Context: an optimization exercise on an open-source flow, tuned for small area, a short achievable clock period and few clock cycles. The choices shown serve that exercise and are no tape-out recipe.
At most, simulation tests tie the RTL to the original design; equivalence was not proved.
Only the layout flow was run in runs 1 and 2; the RTL was not checked for function there.

==> flow/design.v <==
module cordicMagPh
   #(parameter integer N        = 13,  
     parameter integer XY_WIDTH = 18)  
    (input  wire                           clk,
     input  wire                           reset,    
     input  wire                           st,       
     input  wire signed [XY_WIDTH - 1 : 0] xin,      
     input  wire signed [XY_WIDTH - 1 : 0] yin,      
     output reg                            rdy,      
     output wire        [XY_WIDTH - 1 : 0] mag,      
     output wire signed [XY_WIDTH + 1 : 0] ph);      
    reg         [18 : 0] x;      
    reg         [20 : 0] w;      
    reg         [18 : 0] z;      
    reg         [3 : 0]  cnt;    
    reg                  busy;
    reg                  yzp;    
    reg                  qrt;    
    wire sx = xin[17];
    wire sy = yin[17];
    wire yz = (yin == 18'd0);
    wire [17 : 0] ax = xin ^ {18{sx}};
    wire [17 : 0] ay = yin ^ {18{sy}};
    wire [17 : 0] hs = ax ^ ay;
    wire [17 : 0] hc = ax & ay;
    wire sub1 = ~(sx ^ sy);
    wire [18 : 0] z1 = yz ? 19'd0 : ((sx ^ sy) ? 19'h70000 : 19'h10000);
    wire neg = w[20];                       
    wire pos = ~neg;
    reg  [18 : 0] ysh;                      
    reg  [18 : 0] xmk;                      
    reg  [15 : 0] at;                       
    always @(*) begin
        case (cnt)
            4'd1: begin
                ysh = {w[20], w[19], w[18], w[17], w[16], w[15], w[14], w[13], w[12], w[11], w[10], w[9], w[8], w[7], w[6], w[5], w[4], w[3], w[2]};
                xmk = {{18{1'b1}}, 1'd0};
                at  = 16'd38688;
            end
            4'd2: begin
                ysh = {w[20], w[20], w[20], w[19], w[18], w[17], w[16], w[15], w[14], w[13], w[12], w[11], w[10], w[9], w[8], w[7], w[6], w[5], w[4]};
                xmk = {{17{1'b1}}, 2'd0};
                at  = 16'd20441;
            end
            4'd3: begin
                ysh = {w[20], w[20], w[20], w[20], w[20], w[19], w[18], w[17], w[16], w[15], w[14], w[13], w[12], w[11], w[10], w[9], w[8], w[7], w[6]};
                xmk = {{16{1'b1}}, 3'd0};
                at  = 16'd10376;
            end
            4'd4: begin
                ysh = {w[20], w[20], w[20], w[20], w[20], w[20], w[20], w[19], w[18], w[17], w[16], w[15], w[14], w[13], w[12], w[11], w[10], w[9], w[8]};
                xmk = {{15{1'b1}}, 4'd0};
                at  = 16'd5208;
            end
            4'd5: begin
                ysh = {w[20], w[20], w[20], w[20], w[20], w[20], w[20], w[20], w[20], w[19], w[18], w[17], w[16], w[15], w[14], w[13], w[12], w[11], w[10]};
                xmk = {{14{1'b1}}, 5'd0};
                at  = 16'd2606;
            end
            4'd6: begin
                ysh = {w[20], w[20], w[20], w[20], w[20], w[20], w[20], w[20], w[20], w[20], w[20], w[19], w[18], w[17], w[16], w[15], w[14], w[13], w[12]};
                xmk = {{13{1'b1}}, 6'd0};
                at  = 16'd1303;
            end
            4'd7: begin
                ysh = {w[20], w[20], w[20], w[20], w[20], w[20], w[20], w[20], w[20], w[20], w[20], w[20], w[20], w[19], w[18], w[17], w[16], w[15], w[14]};
                xmk = {{12{1'b1}}, 7'd0};
                at  = 16'd651;
            end
            4'd8: begin
                ysh = {w[20], w[20], w[20], w[20], w[20], w[20], w[20], w[20], w[20], w[20], w[20], w[20], w[20], w[20], w[20], w[19], w[18], w[17], w[16]};
                xmk = {{11{1'b1}}, 8'd0};
                at  = 16'd325;
            end
            4'd9: begin
                ysh = {w[20], w[20], w[20], w[20], w[20], w[20], w[20], w[20], w[20], w[20], w[20], w[20], w[20], w[20], w[20], w[20], w[20], w[19], w[18]};
                xmk = {{10{1'b1}}, 9'd0};
                at  = 16'd162;
            end
            4'd10: begin  
                ysh = 19'd0;
                xmk = 19'd0;
                at  = 16'd81;
            end
            4'd11: begin  
                ysh = {1'b0, w[17 : 0]};
                xmk = 19'd0;
                at  = 16'd0;
            end
            default: begin
                ysh = 19'd0;
                xmk = 19'd0;
                at  = 16'd0;
            end
        endcase
    end
    wire fin = (cnt == 4'd11);
    wire negx = neg & ~fin;
    wire [18 : 0] xn;
    cordicAdd #(19) addx (.a(st ? {1'b0, hs} : x), .b(st ? {hc, sx} : (ysh ^ {19{negx}})),
                          .cin(st ? sy : (fin ? w[18] : neg)), .s(xn));
    wire [20 : 0] xm = {2'b00, x & xmk};
    wire [20 : 0] ws;
    cordicAdd #(21) addw (.a(st ? {{3{yin[17]}}, yin} : w),
                          .b(st ? ({{3{xin[17]}}, xin} ^ {21{sub1}}) : (xm ^ {21{pos}})),
                          .cin(st ? sub1 : pos), .s(ws));
    wire [20 : 0] wn = {ws[19 : 0], 1'b0};
    wire n10 = neg;
    wire [11 : 0] y10 = {w[20], w[20 : 10]};
    wire [11 : 0] a10 = {3'b000, x[18 : 10]} ^ {12{~n10}};
    wire [11 : 0] y11;
    cordicAdd #(12) addy11 (.a(y10), .b(a10), .cin(~n10), .s(y11));
    wire n11 = y11[11];
    wire [11 : 0] b11 = {4'b0000, x[18 : 11]};
    wire e11 = n10 & (&x[10 : 0]);
    wire [11 : 0] bm = ~b11;
    wire [11 : 0] sm = y10 ^ a10 ^ bm;
    wire [11 : 0] cm = (y10 & a10) | (y10 & bm) | (a10 & bm);
    wire [11 : 0] tm;
    cordicAdd #(12) addm (.a(sm), .b({cm[10 : 0], ~n10}), .cin(~e11), .s(tm));
    wire [11 : 0] sp = y10 ^ a10 ^ b11;
    wire [11 : 0] cp = (y10 & a10) | (y10 & b11) | (a10 & b11);
    wire [11 : 0] tp;
    cordicAdd #(12) addp (.a(sp), .b({cp[10 : 0], ~n10}), .cin(e11), .s(tp));
    wire n12 = n11 ? tp[11] : tm[11];
    wire [1 : 0] s3 = {1'b0, n10} + {1'b0, n11} + {1'b0, n12};    
    wire [17 : 0] gha, ghb;
    wire gcy;
    cordicGain gain (.x(x), .s(s3), .ha(gha), .hb(ghb), .cy(gcy));
    reg [6 : 0] kt;
    always @(*) begin
        case ({qrt, w[20], w[19]})
            3'b000: kt = 7'sd60;
            3'b001: kt = 7'sd20;
            3'b010: kt = -7'sd20;
            3'b011: kt = -7'sd60;
            3'b100: kt = -7'sd60;
            3'b101: kt = -7'sd20;
            3'b110: kt = 7'sd20;
            3'b111: kt = 7'sd60;
        endcase
    end
    wire last = (cnt == 4'd10);
    wire zneg = neg ^ qrt;
    wire [18 : 0] zb = fin ? {{12{kt[6]}}, kt} : ({3'b000, at} ^ {19{zneg}});
    wire [18 : 0] zn;
    cordicAdd #(19) addz (.a(z), .b(zb), .cin(~fin & zneg), .s(zn));
    always @(posedge clk or posedge reset)
    if (reset) begin
        rdy  <= 1'b0;
        busy <= 1'b0;
        yzp  <= 1'b0;
    end else begin
        if (st) begin
            rdy  <= 1'b0;
            busy <= ~yz;
            yzp  <= yz;
        end else begin
            yzp <= 1'b0;
            if (yzp | (busy & fin))
                rdy <= 1'b1;
            if (fin)
                busy <= 1'b0;
        end
    end
    always @(posedge clk) begin
        if (st) begin
            x   <= xn;
            w   <= wn;
            z   <= z1;
            cnt <= 4'd1;
            qrt <= sx;
        end else begin
            w   <= last ? {n11, n12, gcy, ghb} : wn;
            cnt <= cnt + 4'd1;
            if (busy) begin
                z <= zn;
                x <= last ? {1'b0, gha} : xn;
            end
        end
    end
    wire [18 : 0] zs = (z[18 : 17] == 2'b01) ? 19'h20000 :
                       (z[18 : 17] == 2'b10) ? 19'h60000 : z;
    wire zs0 = (zs == 19'd0);
    wire [1 : 0] top = ~qrt ? {zs[18], zs[18]} : (zs0 ? 2'b01 : (zs[18] ? 2'b00 : 2'b11));
    assign ph  = {top, zs[17 : 0]};
    assign mag = x[17 : 0];
endmodule
module cordicGain (input wire [18 : 0] x, input wire [1 : 0] s,
                   output wire [17 : 0] ha, output wire [17 : 0] hb, output wire cy);
    wire m1 = x[16] ^ x[13];
    wire m2 = x[16] & x[13];
    wire m3 = x[17] ^ x[14] ^ ~x[12];
    wire m4 = (x[17] & x[14]) | (x[17] & ~x[12]) | (x[14] & ~x[12]);
    wire m5 = x[18] ^ x[15] ^ ~x[13];
    wire m6 = (x[18] & x[15]) | (x[18] & ~x[13]) | (x[15] & ~x[13]);
    wire m7 = x[16] ^ ~x[14];
    wire m8 = x[16] & ~x[14];
    wire m9 = x[17] ^ ~x[15];
    wire m10 = x[17] & ~x[15];
    wire m11 = x[18] ^ ~x[16];
    wire m12 = x[18] & ~x[16];
    wire m13 = x[11] ^ x[8];
    wire m14 = x[11] & x[8];
    wire m15 = x[12] ^ x[9] ^ ~x[7];
    wire m16 = (x[12] & x[9]) | (x[12] & ~x[7]) | (x[9] & ~x[7]);
    wire m17 = x[13] ^ x[10] ^ ~x[8];
    wire m18 = (x[13] & x[10]) | (x[13] & ~x[8]) | (x[10] & ~x[8]);
    wire m19 = x[14] ^ x[11] ^ ~x[9];
    wire m20 = (x[14] & x[11]) | (x[14] & ~x[9]) | (x[11] & ~x[9]);
    wire m21 = ~x[6] ^ ~x[3];
    wire m22 = ~x[6] & ~x[3];
    wire m23 = x[15] ^ x[12] ^ ~x[10];
    wire m24 = (x[15] & x[12]) | (x[15] & ~x[10]) | (x[12] & ~x[10]);
    wire m25 = ~x[7] ^ ~x[4] ^ x[1];
    wire m26 = (~x[7] & ~x[4]) | (~x[7] & x[1]) | (~x[4] & x[1]);
    wire m27 = ~x[11] ^ ~x[8] ^ ~x[5];
    wire m28 = (~x[11] & ~x[8]) | (~x[11] & ~x[5]) | (~x[8] & ~x[5]);
    wire m29 = x[2] ^ x[0] ^ m1;
    wire m30 = (x[2] & x[0]) | (x[2] & m1) | (x[0] & m1);
    wire m31 = ~x[9] ^ ~x[6] ^ x[3];
    wire m32 = (~x[9] & ~x[6]) | (~x[9] & x[3]) | (~x[6] & x[3]);
    wire m33 = x[1] ^ m3 ^ m2;
    wire m34 = (x[1] & m3) | (x[1] & m2) | (m3 & m2);
    wire m35 = ~x[10] ^ ~x[7] ^ x[4];
    wire m36 = (~x[10] & ~x[7]) | (~x[10] & x[4]) | (~x[7] & x[4]);
    wire m37 = x[2] ^ m5 ^ m4;
    wire m38 = (x[2] & m5) | (x[2] & m4) | (m5 & m4);
    wire m39 = ~x[11] ^ ~x[8] ^ x[5];
    wire m40 = (~x[11] & ~x[8]) | (~x[11] & x[5]) | (~x[8] & x[5]);
    wire m41 = x[3] ^ m7 ^ m6;
    wire m42 = (x[3] & m7) | (x[3] & m6) | (m7 & m6);
    wire m43 = ~x[12] ^ ~x[9] ^ x[6];
    wire m44 = (~x[12] & ~x[9]) | (~x[12] & x[6]) | (~x[9] & x[6]);
    wire m45 = x[4] ^ m9 ^ m8;
    wire m46 = (x[4] & m9) | (x[4] & m8) | (m9 & m8);
    wire m47 = ~x[13] ^ ~x[10] ^ x[7];
    wire m48 = (~x[13] & ~x[10]) | (~x[13] & x[7]) | (~x[10] & x[7]);
    wire m49 = x[5] ^ m11 ^ m10;
    wire m50 = (x[5] & m11) | (x[5] & m10) | (m11 & m10);
    wire m51 = ~x[17] ^ ~x[14] ^ ~x[11];
    wire m52 = (~x[17] & ~x[14]) | (~x[17] & ~x[11]) | (~x[14] & ~x[11]);
    wire m53 = x[8] ^ x[6] ^ m12;
    wire m54 = (x[8] & x[6]) | (x[8] & m12) | (x[6] & m12);
    wire m55 = ~x[18] ^ ~x[15] ^ ~x[12];
    wire m56 = (~x[18] & ~x[15]) | (~x[18] & ~x[12]) | (~x[15] & ~x[12]);
    wire m57 = x[9] ^ x[7];
    wire m58 = x[9] & x[7];
    wire m59 = ~x[16] ^ ~x[13] ^ x[10];
    wire m60 = (~x[16] & ~x[13]) | (~x[16] & x[10]) | (~x[13] & x[10]);
    wire m61 = ~x[17] ^ ~x[14];
    wire m62 = ~x[17] & ~x[14];
    wire m63 = ~x[18] ^ ~x[15];
    wire m64 = ~x[18] & ~x[15];
    wire m65 = x[8] ^ x[5];
    wire m66 = x[8] & x[5];
    wire m67 = x[9] ^ x[6] ^ ~x[4];
    wire m68 = (x[9] & x[6]) | (x[9] & ~x[4]) | (x[6] & ~x[4]);
    wire m69 = x[10] ^ x[7] ^ ~x[5];
    wire m70 = (x[10] & x[7]) | (x[10] & ~x[5]) | (x[7] & ~x[5]);
    wire m71 = ~x[6] ^ ~x[3] ^ ~x[0];
    wire m72 = (~x[6] & ~x[3]) | (~x[6] & ~x[0]) | (~x[3] & ~x[0]);
    wire m73 = ~x[4] ^ ~x[1] ^ m15;
    wire m74 = (~x[4] & ~x[1]) | (~x[4] & m15) | (~x[1] & m15);
    wire m75 = ~x[5] ^ ~x[2] ^ m17;
    wire m76 = (~x[5] & ~x[2]) | (~x[5] & m17) | (~x[2] & m17);
    wire m77 = x[0] ^ m19 ^ m21;
    wire m78 = (x[0] & m19) | (x[0] & m21) | (m19 & m21);
    wire m79 = m23 ^ m25 ^ m20;
    wire m80 = (m23 & m25) | (m23 & m20) | (m25 & m20);
    wire m81 = m27 ^ m29 ^ m24;
    wire m82 = (m27 & m29) | (m27 & m24) | (m29 & m24);
    wire m83 = m31 ^ m33 ^ m28;
    wire m84 = (m31 & m33) | (m31 & m28) | (m33 & m28);
    wire m85 = m35 ^ m37 ^ m32;
    wire m86 = (m35 & m37) | (m35 & m32) | (m37 & m32);
    wire m87 = m39 ^ m41 ^ m36;
    wire m88 = (m39 & m41) | (m39 & m36) | (m41 & m36);
    wire m89 = m43 ^ m45 ^ m40;
    wire m90 = (m43 & m45) | (m43 & m40) | (m45 & m40);
    wire m91 = m47 ^ m49 ^ m44;
    wire m92 = (m47 & m49) | (m47 & m44) | (m49 & m44);
    wire m93 = m51 ^ m53 ^ m48;
    wire m94 = (m51 & m53) | (m51 & m48) | (m53 & m48);
    wire m95 = m55 ^ m57 ^ m52;
    wire m96 = (m55 & m57) | (m55 & m52) | (m57 & m52);
    wire m97 = x[8] ^ m59 ^ m56;
    wire m98 = (x[8] & m59) | (x[8] & m56) | (m59 & m56);
    wire m99 = x[11] ^ x[9] ^ m61;
    wire m100 = (x[11] & x[9]) | (x[11] & m61) | (x[9] & m61);
    wire m101 = x[12] ^ x[10] ^ m63;
    wire m102 = (x[12] & x[10]) | (x[12] & m63) | (x[10] & m63);
    wire m103 = ~x[16] ^ x[13] ^ x[11];
    wire m104 = (~x[16] & x[13]) | (~x[16] & x[11]) | (x[13] & x[11]);
    wire m105 = ~x[17] ^ x[14];
    wire m106 = ~x[17] & x[14];
    wire m107 = ~x[18] ^ x[15];
    wire m108 = ~x[18] & x[15];
    wire m109 = x[5] ^ x[2];
    wire m110 = x[5] & x[2];
    wire m111 = x[6] ^ x[3] ^ ~x[1];
    wire m112 = (x[6] & x[3]) | (x[6] & ~x[1]) | (x[3] & ~x[1]);
    wire m113 = x[7] ^ x[4] ^ ~x[2];
    wire m114 = (x[7] & x[4]) | (x[7] & ~x[2]) | (x[4] & ~x[2]);
    wire m115 = ~x[3] ^ ~x[0] ^ m65;
    wire m116 = (~x[3] & ~x[0]) | (~x[3] & m65) | (~x[0] & m65);
    wire m117 = ~x[1] ^ m67 ^ m66;
    wire m118 = (~x[1] & m67) | (~x[1] & m66) | (m67 & m66);
    wire m119 = ~x[2] ^ m69 ^ m68;
    wire m120 = (~x[2] & m69) | (~x[2] & m68) | (m69 & m68);
    wire m121 = m13 ^ m71 ^ m70;
    wire m122 = (m13 & m71) | (m13 & m70) | (m71 & m70);
    wire m123 = m14 ^ m73 ^ m72;
    wire m124 = (m14 & m73) | (m14 & m72) | (m73 & m72);
    wire m125 = m16 ^ m75 ^ m74;
    wire m126 = (m16 & m75) | (m16 & m74) | (m75 & m74);
    wire m127 = m18 ^ m77 ^ m76;
    wire m128 = (m18 & m77) | (m18 & m76) | (m77 & m76);
    wire m129 = m22 ^ m79 ^ m78;
    wire m130 = (m22 & m79) | (m22 & m78) | (m79 & m78);
    wire m131 = m26 ^ m81 ^ m80;
    wire m132 = (m26 & m81) | (m26 & m80) | (m81 & m80);
    wire m133 = m30 ^ m83 ^ m82;
    wire m134 = (m30 & m83) | (m30 & m82) | (m83 & m82);
    wire m135 = m34 ^ m85 ^ m84;
    wire m136 = (m34 & m85) | (m34 & m84) | (m85 & m84);
    wire m137 = m38 ^ m87 ^ m86;
    wire m138 = (m38 & m87) | (m38 & m86) | (m87 & m86);
    wire m139 = m42 ^ m89 ^ m88;
    wire m140 = (m42 & m89) | (m42 & m88) | (m89 & m88);
    wire m141 = m46 ^ m91 ^ m90;
    wire m142 = (m46 & m91) | (m46 & m90) | (m91 & m90);
    wire m143 = m50 ^ m93 ^ m92;
    wire m144 = (m50 & m93) | (m50 & m92) | (m93 & m92);
    wire m145 = m54 ^ m95 ^ m94;
    wire m146 = (m54 & m95) | (m54 & m94) | (m95 & m94);
    wire m147 = m58 ^ m97 ^ m96;
    wire m148 = (m58 & m97) | (m58 & m96) | (m97 & m96);
    wire m149 = m60 ^ m99 ^ m98;
    wire m150 = (m60 & m99) | (m60 & m98) | (m99 & m98);
    wire m151 = m62 ^ m101 ^ m100;
    wire m152 = (m62 & m101) | (m62 & m100) | (m101 & m100);
    wire m153 = m64 ^ m103 ^ m102;
    wire m154 = (m64 & m103) | (m64 & m102) | (m103 & m102);
    wire m155 = x[12] ^ m105 ^ m104;
    wire m156 = (x[12] & m105) | (x[12] & m104) | (m105 & m104);
    wire m157 = x[13] ^ m107 ^ m106;
    wire m158 = (x[13] & m107) | (x[13] & m106) | (m107 & m106);
    wire m159 = x[16] ^ x[14] ^ m108;
    wire m160 = (x[16] & x[14]) | (x[16] & m108) | (x[14] & m108);
    wire m161 = x[17] ^ x[15];
    wire m162 = x[17] & x[15];
    wire m163 = x[18] ^ x[16];
    wire m164 = x[18] & x[16];
    wire m165 = (s == 2'd1) | (s == 2'd3);
    wire m166 = (s == 2'd2) | (s == 2'd3);
    wire m167 = (s == 2'd1) | (s == 2'd3);
    wire m168 = (s == 2'd2) | (s == 2'd3);
    wire m169 = (s == 2'd0) | (s == 2'd2);
    wire m170 = (s == 2'd2) | (s == 2'd3);
    wire m171 = (s == 2'd2) | (s == 2'd3);
    wire m172 = (s == 2'd0) | (s == 2'd3);
    wire m173 = (s == 2'd2);
    wire m174 = (s == 2'd2) | (s == 2'd3);
    wire m175 = (s == 2'd0) | (s == 2'd3);
    wire m176 = (s == 2'd2);
    wire m177 = (s == 2'd2) | (s == 2'd3);
    wire m178 = (s == 2'd1) | (s == 2'd2);
    wire m179 = (s == 2'd3);
    wire m180 = (s == 2'd1) | (s == 2'd3);
    wire m181 = (s == 2'd2) | (s == 2'd3);
    wire m182 = x[3] ^ x[0];
    wire m183 = x[3] & x[0];
    wire m184 = x[4] ^ x[1] ^ m168;
    wire m185 = (x[4] & x[1]) | (x[4] & m168) | (x[1] & m168);
    wire m186 = ~x[0] ^ m109 ^ m169;
    wire m187 = (~x[0] & m109) | (~x[0] & m169) | (m109 & m169);
    wire m188 = m111 ^ m110 ^ m170;
    wire m189 = (m111 & m110) | (m111 & m170) | (m110 & m170);
    wire m190 = m113 ^ m112 ^ m171;
    wire m191 = (m113 & m112) | (m113 & m171) | (m112 & m171);
    wire m192 = m115 ^ m114 ^ m172;
    wire m193 = (m115 & m114) | (m115 & m172) | (m114 & m172);
    wire m194 = m117 ^ m116 ^ m173;
    wire m195 = (m117 & m116) | (m117 & m173) | (m116 & m173);
    wire m196 = m119 ^ m118 ^ m174;
    wire m197 = (m119 & m118) | (m119 & m174) | (m118 & m174);
    wire m198 = m121 ^ m120 ^ m175;
    wire m199 = (m121 & m120) | (m121 & m175) | (m120 & m175);
    wire m200 = m123 ^ m122 ^ m176;
    wire m201 = (m123 & m122) | (m123 & m176) | (m122 & m176);
    wire m202 = m125 ^ m124 ^ m177;
    wire m203 = (m125 & m124) | (m125 & m177) | (m124 & m177);
    wire m204 = m127 ^ m126 ^ m178;
    wire m205 = (m127 & m126) | (m127 & m178) | (m126 & m178);
    wire m206 = m129 ^ m128 ^ m179;
    wire m207 = (m129 & m128) | (m129 & m179) | (m128 & m179);
    wire m208 = m131 ^ m130 ^ m180;
    wire m209 = (m131 & m130) | (m131 & m180) | (m130 & m180);
    wire m210 = m133 ^ m132 ^ m181;
    wire m211 = (m133 & m132) | (m133 & m181) | (m132 & m181);
    wire m212 = m135 ^ m134;
    wire m213 = m135 & m134;
    wire m214 = m137 ^ m136;
    wire m215 = m137 & m136;
    wire m216 = m139 ^ m138;
    wire m217 = m139 & m138;
    wire m218 = m141 ^ m140;
    wire m219 = m141 & m140;
    wire m220 = m143 ^ m142;
    wire m221 = m143 & m142;
    wire m222 = m145 ^ m144;
    wire m223 = m145 & m144;
    wire m224 = m147 ^ m146 ^ 1'b1;
    wire m225 = (m147 & m146) | (m147 & 1'b1) | (m146 & 1'b1);
    wire m226 = m149 ^ m148 ^ 1'b1;
    wire m227 = (m149 & m148) | (m149 & 1'b1) | (m148 & 1'b1);
    wire m228 = m151 ^ m150 ^ 1'b1;
    wire m229 = (m151 & m150) | (m151 & 1'b1) | (m150 & 1'b1);
    wire m230 = m153 ^ m152;
    wire m231 = m153 & m152;
    wire m232 = m155 ^ m154 ^ 1'b1;
    wire m233 = (m155 & m154) | (m155 & 1'b1) | (m154 & 1'b1);
    wire m234 = m157 ^ m156 ^ 1'b1;
    wire m235 = (m157 & m156) | (m157 & 1'b1) | (m156 & 1'b1);
    wire m236 = m159 ^ m158;
    wire m237 = m159 & m158;
    wire m238 = m161 ^ m160 ^ 1'b1;
    wire m239 = (m161 & m160) | (m161 & 1'b1) | (m160 & 1'b1);
    wire m240 = m163 ^ m162 ^ 1'b1;
    wire m241 = (m163 & m162) | (m163 & 1'b1) | (m162 & 1'b1);
    wire m242 = x[17] ^ m164 ^ 1'b1;
    wire m243 = (x[17] & m164) | (x[17] & 1'b1) | (m164 & 1'b1);
    wire m244 = x[18] ^ 1'b1;
    wire m245 = x[18] & 1'b1;
    wire [34 : 0] ra = {m244, m242, m240, m238, m236, m234, m232, m230, m228, m226, m224, m222, m220, m218, m216, m214, m212, m210, m208, m206, m204, m202, m200, m198, m196, m194, m192, m190, m188, m186, m184, m167, x[2], x[1], x[0]};
    wire [34 : 0] rb = {m243, m241, m239, m237, m235, m233, m231, m229, m227, m225, m223, m221, m219, m217, m215, m213, m211, m209, m207, m205, m203, m201, m199, m197, m195, m193, m191, m189, m187, m185, m183, m182, 1'b0, m166, m165};
    wire [17 : 0] lo;
    cordicAdd #(18) low (.a({1'b0, ra[16 : 0]}), .b({1'b0, rb[16 : 0]}), .cin(1'b0), .s(lo));
    assign ha = ra[34 : 17];
    assign hb = rb[34 : 17];
    assign cy = lo[17];
endmodule
module cordicAdd #(parameter integer W = 19)
    (input wire [W - 1 : 0] a, input wire [W - 1 : 0] b, input wire cin,
     output wire [W - 1 : 0] s);
    localparam integer L = $clog2(W);
    wire [W - 1 : 0] p = a ^ b;
    wire [W - 1 : 0] g0 = a & b;
    wire [W - 1 : 0] gg [0 : L];
    wire [W - 1 : 0] pp [0 : L];
    assign gg[0] = {g0[W - 1 : 1], g0[0] | (p[0] & cin)};
    assign pp[0] = p;
    genvar l, i;
    generate
        for (l = 0; l < L; l = l + 1) begin : lv
            for (i = 0; i < W; i = i + 1) begin : bt
                if ((i >> l) & 1) begin : cmb
                    localparam integer J = ((i >> l) << l) - 1;
                    assign gg[l + 1][i] = gg[l][i] | (pp[l][i] & gg[l][J]);
                    assign pp[l + 1][i] = pp[l][i] & pp[l][J];
                end else begin : pas
                    assign gg[l + 1][i] = gg[l][i];
                    assign pp[l + 1][i] = pp[l][i];
                end
            end
        end
    endgenerate
    assign s = p ^ {gg[L][W - 2 : 0], cin};
endmodule
==> flow/run.sh <==
#!/bin/bash
# synth_recipe.tcl (not shown) runs the flow's synth.tcl, then flattens the netlist and writes it again
# the make line also repeats each setting of config.mk as NAME=value (left out here)
make -C /OpenROAD-flow-scripts/flow DESIGN_CONFIG=/design/flow/config.mk WORK_HOME=/design/flow/orfs CLKGATE_MAP_FILE= SYNTH_SCRIPT=/design/flow/synth_recipe.tcl finish
==> flow/config.mk <==
export PLATFORM = sky130hd
export DESIGN_NAME = cordicMagPh
export DESIGN_NICKNAME = cordicMagPh
export VERILOG_FILES = /design/flow/design.v
export SDC_FILE = /design/flow/constraint.sdc
export NUM_CORES = 4
export LEC_CHECK = 0
export CAP_MARGIN = 20
export CORE_MARGIN = 2
export CORE_UTILIZATION = 40
export SETUP_SLACK_MARGIN = 3.6
export SLEW_MARGIN = 20
==> flow/constraint.sdc <==
create_clock -name core_clock -period 8.0 [get_ports {clk}]
set_input_delay 1.6000 -clock core_clock [delete_from_list [all_inputs] [get_ports {clk}]]
set_output_delay 1.6000 -clock core_clock [all_outputs]
set_load 0.01 [all_outputs]
==> impl_metrics.ini, run 1 <==
[timing]
report.final.hold_viol_count = 0
tns_ns = 0
setup_viol_count_final = 0
timing.fmax_ghz = 0.192
worst_slew_pin_slew_ns = 0.938
max_slew_margin = 0.370
grt_setup_unrepaired = yes
fin_crit_ns = 5.20
fin_crit_sh = 0.650
slew_violations = 0
fin_worst_skew_ns = 0.0120

[synthesis]
ys.flop_type = edfxtp_1
syn_nets = 1782
ys_ff_latch = 67
yosysTopAreaCellShare = 0.186
yosysTopAreaCell = fa_1
syn-cell-area_um2 = 12300
syn_area_per_cell_um2 = 8.34
synth_edf_count = 39
syn_inst = 1469
post_synth_num_cell_types = 71
synthTopCellsByArea = fa_1 19%, ha_1 16%, edfxtp_1 9.6%, inv_1 5.9%, xor2_1 5.4%
seq_area_frac_synth = 0.143
yosys_warnings = 5
async_reset_ff_frac = 0.0448

[floorplanning]
die_area_um2 = 32000
coreArea_um2 = 30300
fp.dieW_um = 179
rows = 64
die_y_um = 179
ioPinCount = 78
initial_core_util = 0.404

[clock_network]
path_clk_slew_ns = 0.07
cts_buffers = 9
cts.sinks = 67
cts_tree = yes
cts_max_level = 3
cts_hold_buf = 0
clock_path_buffers = 2
clkLatencyLatePin_ns = 0.36
root_buffer = clkbuf_16

[routing]
routed-via-count = 11169
drtIter0Drc = 1168
drt_first_pass_iters = 8
drcViolationCount = 0
avgRoutedWirePerCell_um = 21.1
routed_wl_um = 42000
via_per_inst = 5.62
ant_nets = 0

[setup_path]
cp_slowest_stage_delay_ns = 0.56
cp.arrival_ns = 5.48
rr_startpoint = w[20]
critical_path_required_ns = 8.28
reg2reg_to = w[18]
endpoint_kind = flip-flop
path_buf_inv = 3
slowest_stage = fa_2
path_cells = buf_12 > xnor2_4 > inv_2 > fa_2 > inv_2 > ha_4 > a21oi_2 > a21oi_1 > o311a_1 > o21ai_1 > nand2_1 > o21a_4 > fa_2 > ha_4 > fa_1 > ha_4 > nand3_1 > nor2_2 > nand3_1 > o211ai_1 > nand3_1 > a31oi_1 > o21ai_1 > a31oi_1
crit_path_start_kind = flip-flop
crit_family = adder cells
cp_max_fo = 5
crit_type = reg -> reg
r2r_cells = 24
r2r_slack_ns = 2.80

[hold_path]
min_from = cnt[0]
holdPathEnd = cnt[0]
min_path_type = reg -> reg
hold_depth = 1

[global_routing]
grt_usage = 0.265
grt_max_degree = 67
grt_overflow = 0
grt_antenna_before_repair = 0
grt_pass1_vias = 10964
grt_first_pass_wirelength_um = 63500

[placement]
hpwl_um = 30900
io_buffers = 77
place_congestion = 0.954

[status]
status = complete, no violations

[final_layout]
drive_gt1_frac = 0.165
utilization = 0.502
fillers = 2868
area_growth_pct = 24.3
nets = 1900
diodes = 0

[flow_run]
drv_cap = 0
[registers in the layout (all words and copies together) (netlist names)]
register,cells
x,19
yzp,1
w,21
busy,1
cnt,4
qrt,1
rdy,1
z,19
[area by class of cell]
type | count | area, um2 | area share
Multi-Input combinational cell | 1122 | 10000 | 0.659
Timing Repair Buffer | 190 | 1870 | 0.123
Sequential cell | 67 | 1760 | 0.116
Inverter | 196 | 766 | 0.0503
Tap cell | 396 | 495 | 0.0325
Clock buffer | 9 | 225 | 0.0148
Clock inverter | 7 | 72.6 | 0.00476
Timing Repair inverter | 1 | 5.00 | 0.000329
[kinds of logic after synthesis]
family          count (synthesis)  share of synthesized area
xor+xnor                      140                      0.101
simple gates                  352                      0.130
mux                            17                     0.0145
buf+inv                       280                     0.0883
fa+ha+maj                     274                      0.350
flops                          67                      0.143
compound gates                339                      0.174
[worst reg2reg max path, delay by kind of cell (launching register included)]
kind / cells / cell delay [ns]
fa+ha+maj: 6 / 2.29
flops: 1 / 0.39
buf+inv: 3 / 0.29
xor+xnor: 1 / 0.19
compound gates: 9 / 1.46
simple gates: 5 / 0.50
[per-layer routing]
| layer | vias to the layer above | routed length (um) | GRT usage |
|---|---|---|---|
| li1 | 5178 | - | - |
| met3 | 98 | 3570 | 0.0592 |
| met2 | 510 | 18900 | 0.418 |
| met4 | 0 | 1680 | 0.0908 |
| met1 | 5383 | 17800 | 0.358 |
| met5 | - | 0 | 0 |
[worst max-delay path by stage]
stage / end / slack, ns / cells after the start / start
4_1_cts: w[18] / 2.86 / 24 / x[11]
3_3_place_gp: w[18] / 1.45 / 18 / xin[17]
6_report: w[18] / 2.80 / 24 / w[20]
3_5_place_dp: w[18] / 1.36 / 18 / yin[17]
5_1_grt: w[18] / 2.63 / 24 / w[20]
2_1_floorplan: w[18] / 2.94 / 26 / w[20]
[cell usage after synthesis, types with 6 or more instances]
cell	count
a21oi_1	76
xnor2_1	64
clkbuf_1	59
nand4_1	7
a31oi_1	8
a222oi_1	9
nor2_1	91
dfxtp_1	25
o22ai_1	9
a211oi_1	15
a22oi_1	24
fa_1	114
inv_1	192
nand3_1	30
buf_4	7
ha_1	160
o21ai_0	84
nor4_1	6
o21bai_1	7
a21o_1	10
buf_1	14
o21a_1	11
mux2i_1	11
a221oi_1	6
nor2b_1	16
nor3_1	20
xor2_1	75
o21ai_1	32
and2_1	25
mux2_2	6
o31ai_1	9
edfxtp_1	39
nand2_1	134
[through the flow]
step           instances  hold WS [ns]  cell area (um2)  setup slack (ns)
3_3_place_gp        1884         0.431            13500              1.45
6_report            1988         0.465            15200              2.80
2_1_floorplan       1469         0.413            12500              2.94
3_5_place_dp        1884         0.459            13500              1.36
5_1_grt             1988         0.472            15200              2.63
4_1_cts             1949         0.468            14700              2.86
[layout by cell type (no fill, tap or decap), drive strengths merged, types with 11 or more instances in the layout]
| cell | count |
|---|---|
| nand2 | 134 |
| nor3 | 20 |
| nor2 | 91 |
| buf | 113 |
| a21oi | 78 |
| nand3 | 30 |
| edfxtp | 39 |
| mux2i | 11 |
| dfxtp | 25 |
| dlygate4sd2 | 16 |
| a21o | 11 |
| o21a | 11 |
| and2 | 25 |
| nor2b | 16 |
| clkdlybuf4s50 | 56 |
| clkbuf | 11 |
| xnor2 | 64 |
| a22oi | 24 |
| a211oi | 15 |
| fa | 114 |
| xor2 | 76 |
| o21ai | 116 |
| inv | 195 |
| ha | 160 |
[timing repair]
action / in CTS / in global routing
gates resized for setup: 147 / 60
pin swaps: 38 / 42
buffers inserted: 46 / 37
cloned: 3 / 2
setup endpoints to repair: 47 / 16
hold endpoints to repair: 0 / 0
==> inputs of run 2 (changes only) <==
--- a/flow/config.mk
+++ b/flow/config.mk
@@ -8,5 +8,5 @@
 export CAP_MARGIN = 20
 export CORE_MARGIN = 2
 export CORE_UTILIZATION = 40
-export SETUP_SLACK_MARGIN = 3.6
+export SETUP_SLACK_MARGIN = 3.0
 export SLEW_MARGIN = 20
==> impl_metrics.ini, run 2 <==
[status]
status = complete, no violations

[clock_network]
cts_buffers = 9
clkLatencyLatePin_ns = 0.36
root_buffer = clkbuf_16
path_clk_slew_ns = 0.06
cts_tree = yes
clock_path_buffers = 2
cts_max_level = 3
cts.sinks = 67

[global_routing]
grt_usage = 0.262
grt_overflow = 0
grt_pass1_vias = 10673
grt_max_degree = 63
grt_first_pass_wirelength_um = 62700
grt_antenna_before_repair = 0

[setup_path]
cp_slowest_stage_delay_ns = 0.57
cp_max_fo = 7
crit_path_start_kind = flip-flop
cp-startpoint = w[20]
endpoint_kind = flip-flop
slowest_stage = fa_2
crit_family = adder cells
rr_startpoint = w[20]
critical_path_required_ns = 8.28
cp.arrival_ns = 5.45
r2r_cells = 23
path_buf_inv = 3
path_cells = buf_4 > xnor2_2 > inv_2 > fa_2 > inv_1 > ha_1 > nor2b_1 > o311a_1 > o21ai_1 > nand2_1 > o21a_4 > fa_2 > ha_4 > fa_1 > ha_4 > nand3_2 > nor2_2 > nand3_1 > o211ai_1 > nand3_1 > a31oi_2 > o21ai_2 > a31oi_1
r2r_slack_ns = 2.83
reg2reg_to = w[18]
crit_type = reg -> reg

[timing]
setup_viol_count_final = 0
grt_setup_unrepaired = yes
report.final.hold_viol_count = 0
fin_worst_skew_ns = 0.00880
fin_crit_ns = 5.17
max_slew_margin = 0.320
tns_ns = 0
fin_crit_sh = 0.646
slew_violations = 0
worst_slew_pin_slew_ns = 1.01
timing.fmax_ghz = 0.193
setup_slack_ns = 2.83

[synthesis]
ys.flop_type = edfxtp_1
async_reset_ff_frac = 0.0448
syn_inst = 1469
yosysTopAreaCell = fa_1
ys_ff_latch = 67
seq_area_frac_synth = 0.143
yosysTopAreaCellShare = 0.186
synth_common_cells = 192 x inv_1, 160 x ha_1, 134 x nand2_1
synthTopCellsByArea = fa_1 19%, ha_1 16%, edfxtp_1 9.6%, inv_1 5.9%, xor2_1 5.4%
post_synth_num_cell_types = 71
synth.most_common_cell = inv_1
synth_edf_count = 39
yosys_warnings = 5
syn_nets = 1782
syn-cell-area_um2 = 12300
syn_area_per_cell_um2 = 8.34

[final_layout]
diodes = 0
drive_gt1_frac = 0.138
largestRegisters = w x21, x x19, z x19
regMostFlops = w
post-route-cell-area_um2 = 14800
stdcell_count = 1966
nets = 1878
utilization = 0.487
final_cell_mix = 182 x inv_1, 151 x ha_1, 132 x nand2_1, 108 x fa_1, 86 x nor2_1
area_growth_pct = 20.6
layout.cells.most_common = inv_1
largest_reg_flops = 21

[hold_path]
min_from = cnt[0]
holdPathEnd = cnt[0]
hold_depth = 1
min_path_type = reg -> reg

[floorplanning]
coreArea_um2 = 30300
fp.dieW_um = 179
rows = 64
die_y_um = 179
initial_core_util = 0.404
ioPinCount = 78
die_area_um2 = 32000

[placement]
place_congestion = 0.908
placedInstanceArea_um2 = 13400
hpwl_um = 30700
pre_cts_ws_ns = 1.48
dp_cells = 1880
io_buffers = 77

[routing]
via_per_inst = 5.63
drt_first_pass_iters = 8
avgRoutedWirePerCell_um = 21.0
routed_wl_um = 41300
drcViolationCount = 0
ant_nets = 0
routed-via-count = 11070
drtIter0Drc = 1344

[flow_run]
drv_cap = 0
-- run 2: worst register-to-register path, cell delays in order (launching register included) --
cell and delay, ns:
dfxtp_4 0.39, buf_4 0.15, xnor2_2 0.15, inv_2 0.06
fa_2 0.57, inv_1 0.05, ha_1 0.29, nor2b_1 0.13
o311a_1 0.33, o21ai_1 0.13, nand2_1 0.08, o21a_4 0.23
fa_2 0.49, ha_4 0.19, fa_1 0.51, ha_4 0.30
nand3_2 0.06, nor2_2 0.12, nand3_1 0.08, o211ai_1 0.19
nand3_1 0.13, a31oi_2 0.17, o21ai_2 0.12, a31oi_1 0.18
-- run 2: layout make-up --
cell class              count  area [um2]
repair buffers            169        1600
well taps                 396         495
clock inverters             6        41.3
fillers                  2896       15600
multi-input cells        1122        9890
clock buffers              10         229
flip-flops and latches     67        1760
inverters                 196         757
-- run 2: repair_timing --
item | in CTS | in global routing
hold buffers | 0 | 0
cloned | 0 | 1
gates resized for setup | 74 | 63
setup buffers | 48 | 21
endpoints found under the setup margin | 35 | 12
pin swaps | 38 | 34
endpoints found under the hold margin | 0 | 0
-- run 2: worst max path at each step --
stage          cells past startpoint  slack (ns)     to
2_1_floorplan                     26        2.94  w[18]
3_3_place_gp                      18        1.57  w[18]
3_5_place_dp                      18        1.48  w[18]
4_1_cts                           24        2.80  w[18]
5_1_grt                           24        2.58  w[18]
6_report                          23        2.83  w[18]
-- run 2: stage by stage --
| stage | hold WS [ns] |
|---|---|
| 6_report | 0.450 |
| 5_1_grt | 0.469 |
| 4_1_cts | 0.460 |
| 3_5_place_dp | 0.443 |
| 3_3_place_gp | 0.431 |
| 2_1_floorplan | 0.413 |
-- run 2: kinds of logic (layout without fill, tap and decap cells) --
group | after synthesis | in the layout | synth area share
buffers and inverters | 280 | 381 | 0.0883
muxes | 17 | 17 | 0.0145
AOI/OAI and AO/OA | 339 | 339 | 0.174
and+or+nand+nor | 352 | 352 | 0.130
xor gates and xnor gates | 140 | 140 | 0.101
DFF | 67 | 67 | 0.143
adders and majority gates | 274 | 274 | 0.350
-- run 2: layer usage --
metal | vias to the layer above | GRT usage | part of all wire
met5 | - | 0 | 0
met3 | 101 | 0.0486 | 0.078
met1 | 5361 | 0.362 | 0.43
met2 | 484 | 0.406 | 0.45
met4 | 0 | 0.101 | 0.042
li1 | 5124 | - | -
==> inputs of run 3 (changes only) <==
--- a/flow/design.v
+++ b/flow/design.v
@@ -13,7 +13,6 @@
     reg         [20 : 0] w;      
     reg         [18 : 0] z;      
     reg         [3 : 0]  cnt;    
-    reg                  busy;
     reg                  yzp;    
     reg                  qrt;    
     wire sx = xin[17];
@@ -123,10 +122,9 @@
     wire [11 : 0] tp;
     cordicAdd #(12) addp (.a(sp), .b({cp[10 : 0], ~n10}), .cin(e11), .s(tp));
     wire n12 = n11 ? tp[11] : tm[11];
-    wire [1 : 0] s3 = {1'b0, n10} + {1'b0, n11} + {1'b0, n12};    
     wire [17 : 0] gha, ghb;
     wire gcy;
-    cordicGain gain (.x(x), .s(s3), .ha(gha), .hb(ghb), .cy(gcy));
+    cordicGain gain (.x(x), .n({n12, n11, n10}), .ha(gha), .hb(ghb), .cy(gcy));
     reg [6 : 0] kt;
     always @(*) begin
         case ({qrt, w[20], w[19]})
@@ -147,20 +145,20 @@
     cordicAdd #(19) addz (.a(z), .b(zb), .cin(~fin & zneg), .s(zn));
     always @(posedge clk or posedge reset)
     if (reset) begin
-        rdy  <= 1'b0;
-        busy <= 1'b0;
-        yzp  <= 1'b0;
+        rdy <= 1'b0;
+        yzp <= 1'b0;
+        cnt <= 4'd12;
     end else begin
         if (st) begin
-            rdy  <= 1'b0;
-            busy <= ~yz;
-            yzp  <= yz;
+            rdy <= 1'b0;
+            yzp <= yz;
+            cnt <= yz ? 4'd12 : 4'd1;
         end else begin
             yzp <= 1'b0;
-            if (yzp | (busy & fin))
+            if (yzp | fin)
                 rdy <= 1'b1;
-            if (fin)
-                busy <= 1'b0;
+            if (cnt != 4'd12)
+                cnt <= cnt + 4'd1;
         end
     end
     always @(posedge clk) begin
@@ -168,15 +166,11 @@
             x   <= xn;
             w   <= wn;
             z   <= z1;
-            cnt <= 4'd1;
             qrt <= sx;
         end else begin
             w   <= last ? {n11, n12, gcy, ghb} : wn;
-            cnt <= cnt + 4'd1;
-            if (busy) begin
-                z <= zn;
-                x <= last ? {1'b0, gha} : xn;
-            end
+            z   <= zn;
+            x   <= last ? {1'b0, gha} : xn;
         end
     end
     wire [18 : 0] zs = (z[18 : 17] == 2'b01) ? 19'h20000 :
@@ -186,7 +180,7 @@
     assign ph  = {top, zs[17 : 0]};
     assign mag = x[17 : 0];
 endmodule
-module cordicGain (input wire [18 : 0] x, input wire [1 : 0] s,
+module cordicGain (input wire [18 : 0] x, input wire [2 : 0] n,
                    output wire [17 : 0] ha, output wire [17 : 0] hb, output wire cy);
     wire m1 = x[16] ^ x[13];
     wire m2 = x[16] & x[13];
@@ -352,23 +346,23 @@
     wire m162 = x[17] & x[15];
     wire m163 = x[18] ^ x[16];
     wire m164 = x[18] & x[16];
-    wire m165 = (s == 2'd1) | (s == 2'd3);
-    wire m166 = (s == 2'd2) | (s == 2'd3);
-    wire m167 = (s == 2'd1) | (s == 2'd3);
-    wire m168 = (s == 2'd2) | (s == 2'd3);
-    wire m169 = (s == 2'd0) | (s == 2'd2);
-    wire m170 = (s == 2'd2) | (s == 2'd3);
-    wire m171 = (s == 2'd2) | (s == 2'd3);
-    wire m172 = (s == 2'd0) | (s == 2'd3);
-    wire m173 = (s == 2'd2);
-    wire m174 = (s == 2'd2) | (s == 2'd3);
-    wire m175 = (s == 2'd0) | (s == 2'd3);
-    wire m176 = (s == 2'd2);
-    wire m177 = (s == 2'd2) | (s == 2'd3);
-    wire m178 = (s == 2'd1) | (s == 2'd2);
-    wire m179 = (s == 2'd3);
-    wire m180 = (s == 2'd1) | (s == 2'd3);
-    wire m181 = (s == 2'd2) | (s == 2'd3);
+    wire m165 = n[2] ? ((~n[0] & ~n[1]) | (n[0] & n[1])) : ((n[0] ^ n[1]));
+    wire m166 = n[2] ? ((n[0] ^ n[1]) | (n[0] & n[1])) : ((n[0] & n[1]));
+    wire m167 = n[2] ? ((~n[0] & ~n[1]) | (n[0] & n[1])) : ((n[0] ^ n[1]));
+    wire m168 = n[2] ? ((n[0] ^ n[1]) | (n[0] & n[1])) : ((n[0] & n[1]));
+    wire m169 = n[2] ? ((n[0] ^ n[1])) : ((~n[0] & ~n[1]) | (n[0] & n[1]));
+    wire m170 = n[2] ? ((n[0] ^ n[1]) | (n[0] & n[1])) : ((n[0] & n[1]));
+    wire m171 = n[2] ? ((n[0] ^ n[1]) | (n[0] & n[1])) : ((n[0] & n[1]));
+    wire m172 = n[2] ? ((n[0] & n[1])) : ((~n[0] & ~n[1]));
+    wire m173 = n[2] ? ((n[0] ^ n[1])) : ((n[0] & n[1]));
+    wire m174 = n[2] ? ((n[0] ^ n[1]) | (n[0] & n[1])) : ((n[0] & n[1]));
+    wire m175 = n[2] ? ((n[0] & n[1])) : ((~n[0] & ~n[1]));
+    wire m176 = n[2] ? ((n[0] ^ n[1])) : ((n[0] & n[1]));
+    wire m177 = n[2] ? ((n[0] ^ n[1]) | (n[0] & n[1])) : ((n[0] & n[1]));
+    wire m178 = n[2] ? ((~n[0] & ~n[1]) | (n[0] ^ n[1])) : ((n[0] ^ n[1]) | (n[0] & n[1]));
+    wire m179 = n[2] ? ((n[0] & n[1])) : (1'b0);
+    wire m180 = n[2] ? ((~n[0] & ~n[1]) | (n[0] & n[1])) : ((n[0] ^ n[1]));
+    wire m181 = n[2] ? ((n[0] ^ n[1]) | (n[0] & n[1])) : ((n[0] & n[1]));
     wire m182 = x[3] ^ x[0];
     wire m183 = x[3] & x[0];
     wire m184 = x[4] ^ x[1] ^ m168;
==> impl_metrics.ini, run 3 <==
[status]
status = complete, no violations

[floorplanning]
fp.dieW_um = 177
ioPinCount = 78
die_y_um = 177
rows = 63
coreArea_um2 = 29600
die_area_um2 = 31400
initial_core_util = 0.406

[setup_path]
cp-startpoint = w[20]
crit_type = reg -> reg
path_cells = buf_12 > buf_12 > xor2_4 > fa_1 > ha_1 > o31a_1 > o2111ai_1 > a21oi_1 > o21ai_1 > mux2_4 > mux2i_4 > inv_2 > fa_1 > ha_1 > a21o_1 > a21o_1 > a21o_1 > a21o_1 > a21oi_2 > o21ai_2 > nor4_1 > a21oi_1
r2r_slack_ns = 3.02
crit_path_start_kind = flip-flop
reg2reg_to = w[18]
critical_path_required_ns = 8.24
cp_common_cell = a21o_1
r2r_cells = 22
rr_startpoint = w[20]
endpoint_kind = flip-flop
cp_slowest_stage_delay_ns = 0.52
cp.arrival_ns = 5.22
slowest_stage = fa_1
cp_max_fo = 7

[routing]
drcViolationCount = 0
avgRoutedWirePerCell_um = 20.8
drt_first_pass_iters = 6
via_per_inst = 5.50
ant_nets = 0
routed_wl_um = 40300
routed-via-count = 10671
drtIter0Drc = 1115

[global_routing]
grt_pass1_vias = 10306
grt_overflow = 0
grt_usage = 0.257
grt_max_degree = 97
grt_antenna_before_repair = 1
grt_first_pass_wirelength_um = 60600

[synthesis]
syn_area_per_cell_um2 = 8.12
syn-cell-area_um2 = 12000
async_reset_ff_frac = 0.0909
yosysTopAreaCellShare = 0.189
yosysTopAreaCell = fa_1
syn_nets = 1790
ys_ff_latch = 66
yosys_warnings = 5
synth_common_cells = 202 x inv_1, 161 x ha_1, 130 x nand2_1
syn_inst = 1477
seq_area_frac_synth = 0.114
synth.most_common_cell = inv_1
ys.flop_type = dfxtp_1
synth_edf_count = 1
synthTopCellsByArea = fa_1 19%, ha_1 17%, dfxtp_1 9.8%, inv_1 6.3%, xnor2_1 5.8%
post_synth_num_cell_types = 67

[timing]
fin_crit_sh = 0.623
fin_worst_skew_ns = 0.00474
tns_ns = 0
slew_violations = 0
worst_slew_pin_slew_ns = 0.811
max_slew_margin = 0.459
setup_viol_count_final = 0
report.final.hold_viol_count = 0
timing.fmax_ghz = 0.201
fin_crit_ns = 4.98
grt_setup_unrepaired = yes

[final_layout]
area_growth_pct = 18.3
fillers = 2843
stdcell_count = 1940
post-route-cell-area_um2 = 14200
regMostFlops = w
largestRegisters = w x21, x x19, z x19
drive_gt1_frac = 0.114
layout.cells.most_common = inv_1
nets = 1857
final_cell_mix = 186 x inv_1, 153 x ha_1, 129 x nand2_1, 109 x fa_1, 104 x o21ai_0
largest_reg_flops = 21

[hold_path]
min_from = yzp
hold_depth = 2
holdPathEnd = rdy
min_path_type = reg -> reg

[clock_network]
cts_buffers = 9
root_buffer = clkbuf_16
clock_path_buffers = 2
cts.sinks = 66
clkLatencyLatePin_ns = 0.36
path_clk_slew_ns = 0.07
cts_max_level = 3
cts_tree = yes

[flow_run]
drv_cap = 0

[placement]
dp_cells = 1882
hpwl_um = 30700
placedInstanceArea_um2 = 13100
place_congestion = 0.927
io_buffers = 77
-- run 3: cell count changes after synthesis, sizes merged, moves of 9 or more --
cell    previous run  this run
edfxtp            39         1
dfxtp             25        59
xnor2             64        79
a21oi             78        87
a211oi            15         6
mux2i             11        20
nand3             30        21
xor2              76        67
-- run 3: per-stage QoR --
step           hold WS [ns]  setup WS [ns]  utilization
2_1_floorplan         0.489           2.98            -
3_5_place_dp          0.521           1.80        0.444
6_report              0.524           3.02        0.480
4_1_cts               0.537           2.97        0.460
3_3_place_gp          0.503           1.90        0.444
5_1_grt               0.553           2.86        0.480
-- run 3: area by class of cell --
class	instances	area, um2	share of cell area
diodes	1	2.50	0.000176
well taps	390	488	0.0344
flip-flops and latches	66	1410	0.0992
repair buffers	140	1320	0.0929
clock inverters	6	71.3	0.00503
clock buffers	10	250	0.0176
multi-input cells	1123	9860	0.695
inverters	204	796	0.0561
-- run 3: cell families (layout without fill, tap and decap cells) --
family	count (synthesis)	in the layout	synth area share
compound gates	328	328	0.171
xor+xnor	146	146	0.107
fa+ha+maj	274	274	0.357
buf+inv	288	360	0.0937
flops	66	66	0.114
mux	28	28	0.0269
other cells	0	1	0
simple gates	347	347	0.131
-- run 3: worst max-delay path: cells and delay by family (launching register included) --
kind,cells,cell delay [ns]
buf+inv,3,0.36
mux,2,0.55
fa+ha+maj,4,1.61
simple gates,1,0.29
flops,1,0.36
xor+xnor,1,0.18
compound gates,11,1.51
-- run 3: timing repair --
action | 4_1_cts | 5_1_grt
hold buffers | 0 | 0
pin swaps | 2 | 41
setup endpoints to repair | 23 | 6
gates resized for setup | 40 | 72
setup buffers | 9 | 32
-- run 3: how the worst max path moves through the flow --
stage | to | depth (start not counted)
final | w[18] | 22
after global routing | w[18] | 22
after CTS | w[18] | 23
after detailed placement | w[18] | 18
after global placement | w[18] | 18
after floorplan | w[18] | 27
-- run 3: routing by layer --
metal	GRT usage	share of wire	vias up
met5	0	0	-
met4	0.0844	0.032	0
met3	0.0477	0.079	77
met2	0.396	0.45	447
met1	0.361	0.44	5115
li1	-	-	5032
Testbench counts of run 3, summed over its fixed seeds: cycles 192,000.
==> inputs of run 4 (changes only) <==
--- a/flow/config.mk
+++ b/flow/config.mk
@@ -5,8 +5,9 @@
 export SDC_FILE = /design/flow/constraint.sdc
 export NUM_CORES = 4
 export LEC_CHECK = 0
+export ABC_AREA = 1
 export CAP_MARGIN = 20
 export CORE_MARGIN = 2
 export CORE_UTILIZATION = 40
-export SETUP_SLACK_MARGIN = 3.0
+export SETUP_SLACK_MARGIN = 2.5
 export SLEW_MARGIN = 20
==> impl_metrics.ini, run 4 <==
[status]
status = complete, no violations

[routing]
via_per_inst = 5.34
avgRoutedWirePerCell_um = 19.6
drtIter0Drc = 873
ant_nets = 0
routed-via-count = 10815
routed_wl_um = 39800
drcViolationCount = 0
drt_first_pass_iters = 5

[final_layout]
nets = 1950
fillers = 2958
diodes = 0
multiInputGateArea_um2 = 9050
drive_gt1_frac = 0.0895
seqCellArea_um2 = 1370
area_growth_pct = 14.3
largest_reg_flops = 21
layout.cells.most_common = inv_1
final_cell_mix = 280 x inv_1, 221 x nand2_1, 161 x ha_1, 140 x nor2_1, 111 x fa_1
largestRegisters = w x21, x x19, z x19
regMostFlops = w
utilization = 0.468

[flow_run]
drv_cap = 0

[clock_network]
cts_max_level = 3
path_clk_slew_ns = 0.06
cts_tree = yes
cts.sinks = 66
cts_buffers = 9
clock_path_buffers = 2
root_buffer = clkbuf_16
cts_hold_buf = 0
clkLatencyLatePin_ns = 0.36

[synthesis]
ys_ff_latch = 66
synth.most_common_cell = inv_1
synthTopCellsByArea = fa_1 19%, ha_1 17%, dfxtp_1 10%, inv_1 9.2%, nand2_1 7.0%
async_reset_ff_frac = 0.0909
syn_inst = 1570
yosysTopAreaCellShare = 0.192
syn-cell-area_um2 = 11800
ys.flop_type = dfxtp_1
seq_area_frac_synth = 0.115
syn_area_per_cell_um2 = 7.52
post_synth_num_cell_types = 57
synth_common_cells = 290 x inv_1, 221 x nand2_1, 161 x ha_1
yosys_warnings = 5
yosysTopAreaCell = fa_1
synth_edf_count = 1
syn_nets = 1883

[timing]
setup_viol_count_final = 0
fin_crit_ns = 5.30
fin_crit_sh = 0.663
worst_slew_pin_slew_ns = 1.01
tns_ns = 0
slew_violations = 0
timing.fmax_ghz = 0.189
report.final.hold_viol_count = 0
max_slew_margin = 0.321
fin_worst_skew_ns = 0.0101
grt_setup_unrepaired = yes

[floorplanning]
initial_core_util = 0.409
ioPinCount = 78
die_y_um = 176
rows = 62
die_area_um2 = 30900
fp.dieW_um = 176
coreArea_um2 = 28900

[global_routing]
grt_usage = 0.261
grt_overflow = 0
grt_pass1_vias = 10808
grt_first_pass_wirelength_um = 61700
grt_antenna_before_repair = 0
grt_max_degree = 53

[placement]
place_congestion = 0.967
hpwl_um = 31500
io_buffers = 77

[setup_path]
critical_path_required_ns = 8.23
cp_max_fo = 9
crit_path_start_kind = flip-flop
endpoint_kind = flip-flop
crit_type = reg -> reg
cp.arrival_ns = 5.54

[hold_path]
min_path_type = reg -> reg
[run 4: changes by cell type after synthesis, moves of 21 or more]
cell      change
nor2_1       +48
o22ai_1      +24
a22oi_1      -21
and2_1       -21
nand2_1      +91
inv_1        +88
clkbuf_1     -33
xnor2_1      -59
[run 4: area by class of cell]
| cell class | instances | share of cell area |
|---|---|---|
| Timing Repair Buffer | 110 | 0.0779 |
| Inverter | 305 | 0.0877 |
| Tap cell | 384 | 0.0356 |
| Clock buffer | 10 | 0.0177 |
| Multi-Input combinational cell | 1145 | 0.671 |
| Clock inverter | 6 | 0.00834 |
| Sequential cell | 66 | 0.102 |
[run 4: worst paths after layout]
path / end / start / depth (start not counted) / slack (ns)
worst min-delay path: rdy / yzp / 2 / 0.52
worst min register to register: rdy / yzp / 2 / 0.52
max in group asynchronous: cnt[2] / reset / 2 / 6.30
worst max register to register: w[18] / x[16] / 26 / 2.70
worst max-delay path: w[18] / x[16] / 26 / 2.70
min in group asynchronous: rdy / reset / 2 / 1.45
[run 4: cells by family (layout without fill, tap and decap cells)]
kind of cell	Yosys count	count (layout)	synth area share
AO/OA/AOI/OAI	294	294	0.151
flip-flops	66	66	0.115
multiplexers	7	7	0.00593
buffers and inverters	359	431	0.120
adder cells (fa/ha/maj)	274	274	0.362
AND/OR/NAND/NOR	466	466	0.168
XOR/XNOR	104	104	0.0771
[run 4: repair_timing]
item	in CTS	in global routing
setup buffers	2	12
setup endpoints to repair	9	9
resized for setup	9	36
pin swaps	0	0
gates cloned	0	1
[run 4: per-stage QoR]
stage          worst slack (ns)  cells  cell area (um2)  hold slack [ns]
3_5_place_dp               1.66   1995            12900            0.514
2_1_floorplan              2.56   1570            11800            0.489
4_1_cts                    2.49   2013            13300            0.527
3_3_place_gp               1.74   1995            12900            0.508
5_1_grt                    2.46   2026            13500            0.591
6_report                   2.70   2026            13500            0.524
[run 4: critical path: stages (launching register included)]
cell and delay, ns:
dfxtp_2 0.56, clkinvlp_4 0.26, nor2_1 0.12, inv_1 0.05
nand2_1 0.15, fa_1 0.48, ha_1 0.31, nand2_1 0.07
nor2_1 0.05, a211oi_1 0.27, nand2_1 0.19, nand2_1 0.10
nand3_1 0.10, nand2_1 0.17, inv_2 0.09, o21ai_0 0.22
inv_1 0.16, fa_1 0.55, inv_1 0.05, ha_1 0.28
nand2_1 0.08, nor2_1 0.05, a211oi_1 0.24, o221a_2 0.23
nand2_1 0.09, nand2_1 0.15, a21oi_1 0.08
[run 4: per-layer routing]
layer | share of wire | global-route usage
met4 | 0.021 | 0.0644
met3 | 0.072 | 0.0431
met5 | 0 | 0
met2 | 0.45 | 0.426
met1 | 0.45 | 0.362
==> inputs of run 5 (changes only) <==
--- a/flow/config.mk
+++ b/flow/config.mk
@@ -9,5 +9,5 @@
 export CAP_MARGIN = 20
 export CORE_MARGIN = 2
 export CORE_UTILIZATION = 40
-export SETUP_SLACK_MARGIN = 2.5
+export SETUP_SLACK_MARGIN = 3.0
 export SLEW_MARGIN = 20
==> impl_metrics.ini, run 5 <==
[status]
status = complete, no violations

[clock_network]
cts.sinks = 66
path_clk_slew_ns = 0.07
root_buffer = clkbuf_16
cts_tree = yes
cts_max_level = 3
clock_path_buffers = 2
clkLatencyLatePin_ns = 0.36
cts_hold_buf = 0
cts_buffers = 9

[final_layout]
regMostFlops = w
nets = 2021
final_cell_mix = 275 x inv_1, 214 x nand2_1, 161 x ha_1, 135 x nor2_1, 107 x fa_1
fillers = 2887
largestRegisters = w x21, x x19, z x19
largest_reg_flops = 21
diodes = 0
layout.cells.most_common = inv_1
area_growth_pct = 21.7
drive_gt1_frac = 0.152

[setup_path]
crit_type = in -> reg
cp_slowest_stage_delay_ns = 0.38
crit_family = adder cells
critical_path_required_ns = 8.26
endpoint_kind = flip-flop
cp_common_cell = nand2_2
path_buf_inv = 3
cp_max_fo = 5
crit_path_start_kind = primary input
slowest_stage = fa_2
cp.arrival_ns = 5.14

[floorplanning]
die_y_um = 176
ioPinCount = 78
coreArea_um2 = 28900
initial_core_util = 0.409
die_area_um2 = 30900
fp.dieW_um = 176
rows = 62

[synthesis]
syn_inst = 1570
synth_common_cells = 290 x inv_1, 221 x nand2_1, 161 x ha_1
syn_nets = 1883
syn_area_per_cell_um2 = 7.52
post_synth_num_cell_types = 57
async_reset_ff_frac = 0.0909
synth_edf_count = 1
syn-cell-area_um2 = 11800
synth.most_common_cell = inv_1
ys.flop_type = dfxtp_1
yosysTopAreaCellShare = 0.192
seq_area_frac_synth = 0.115
ys_ff_latch = 66
yosys_warnings = 5
synthTopCellsByArea = fa_1 19%, ha_1 17%, dfxtp_1 10%, inv_1 9.2%, nand2_1 7.0%
yosysTopAreaCell = fa_1

[placement]
io_buffers = 77
place_congestion = 0.962
pre_cts_ws_ns = 1.40
hpwl_um = 30600

[routing]
routed-via-count = 11073
drt_first_pass_iters = 6
drtIter0Drc = 1058
avgRoutedWirePerCell_um = 19.0
ant_nets = 0
drcViolationCount = 0
via_per_inst = 5.28
routed_wl_um = 39900

[timing]
fin_crit_ns = 4.88
timing.fmax_ghz = 0.205
fin_crit_sh = 0.610
tns_ns = 0
report.final.hold_viol_count = 0
slew_violations = 0
grt_setup_unrepaired = yes
worst_slew_pin_slew_ns = 0.754
setup_slack_ns = 3.12
setup_viol_count_final = 0
fin_worst_skew_ns = 0.0109
max_slew_margin = 0.496

[flow_run]
drv_cap = 0

[global_routing]
grt_first_pass_wirelength_um = 60800
grt_usage = 0.258
grt_antenna_before_repair = 0
grt_overflow = 0
grt_pass1_vias = 10694
grt_max_degree = 73

[hold_path]
min_path_type = reg -> reg
==> run 5: cell counts after synthesis <==
Identical to the previous run, type by type.
==> run 5: worst paths after layout <==
check | slack [ns] | from | endpoint | depth (start not counted)
setup / recovery | 3.12 | yin[17] | x[17] | 26
hold / removal | 0.53 | yzp | rdy | 2
setup reg to reg | 3.13 | cnt[0] | x[17] | 29
hold reg to reg | 0.53 | yzp | rdy | 2
max in group asynchronous | 6.29 | reset | cnt[3] | 2
min in group asynchronous | 1.46 | reset | yzp | 2
==> run 5: cell families (layout without fill, tap and decap cells) <==
kind of cell | count (synthesis) | after routing | share of synthesized area
buffers and inverters | 359 | 502 | 0.120
adder cells (fa/ha/maj) | 274 | 274 | 0.362
XOR/XNOR | 104 | 104 | 0.0771
flip-flops | 66 | 66 | 0.115
AO/OA/AOI/OAI | 294 | 294 | 0.151
multiplexers | 7 | 7 | 0.00593
AND/OR/NAND/NOR | 466 | 466 | 0.168
==> run 5: worst min-delay path, stage by stage, from the launching register on <==
cell,delay (ns)
dfrtp_1,0.32
nor2_1,0.03
a21oi_1,0.13
==> run 5: area by class of cell <==
type	instances	area (um2)	area share
sequential	66	1390	0.0964
clock buffer	13	282	0.0196
clock inverter	3	43.8	0.00305
tap	384	480	0.0334
timing repair inverter	1	5.00	0.000348
timing repair buffer	180	1730	0.120
multi-input combinational	1145	9260	0.644
inverter	305	1190	0.0831
==> run 5: through the flow <==
step           utilization  instances  hold slack (ns)  area [um2]
2_1_floorplan            -       1570            0.489       11800
3_3_place_gp         0.448       1996            0.504       12900
3_5_place_dp         0.448       1996            0.519       12900
4_1_cts              0.470       2037            0.532       13600
5_1_grt              0.498       2097            0.593       14400
6_report             0.498       2097            0.530       14400
==> run 5: what timing repair did <==
item                                   CTS  global route
pin swaps                                3            27
gates cloned                             1             3
setup endpoints to repair               29            15
endpoints found under the hold margin    0             0
gates resized for setup                 43            95
buffers inserted                        24            56
==> run 5: layer usage <==
metal  vias to the layer above  global-route usage  wire length [um]
met2                       426               0.410             17900
met4                         2              0.0826              1260
li1                       5281                   -                 -
met5                         -              0.0224                90
met1                      5275               0.351             17600
met3                        89              0.0506              2960

## re-timing with driven ports
No port has a modelled driver above. Below, the same layouts with a new extraction and two added sets of constraints.
Step 1 sets driving cells, clkbuf_16 on the clock port and buf_2 on the other inputs (assumed; they add their load-dependent delay and slew).
Step 2 moves the port delays by t, midway between the first and last clock arrival at a register: inputs arrive t later, outputs are due t later. That takes back most of the time a late clock gives input paths.
Slacks: ideal / step 1 / step 2; pairs: ideal / step 1.
run | t, ns | setup slack, ns | slew at the worst register clock pin (ns)
run 1 | 0.399 | 2.801 / 2.801 / 2.777 | 0.07 / 0.07
run 2 | 0.401 | 2.832 / 2.832 / 2.647 | 0.07 / 0.07
run 3 | 0.408 | 3.019 / 3.019 / 2.746 | 0.07 / 0.07
run 4 | 0.400 | 2.696 / 2.696 / 2.407 | 0.07 / 0.07
run 5 | 0.400 | 3.121 / 3.112 / 2.711 | 0.07 / 0.07
After both steps setup and hold are still met in every run listed. For run 5, which loses most, drivers alone change the setup slack by -0.009 ns; drivers and shift together by -0.410 ns.
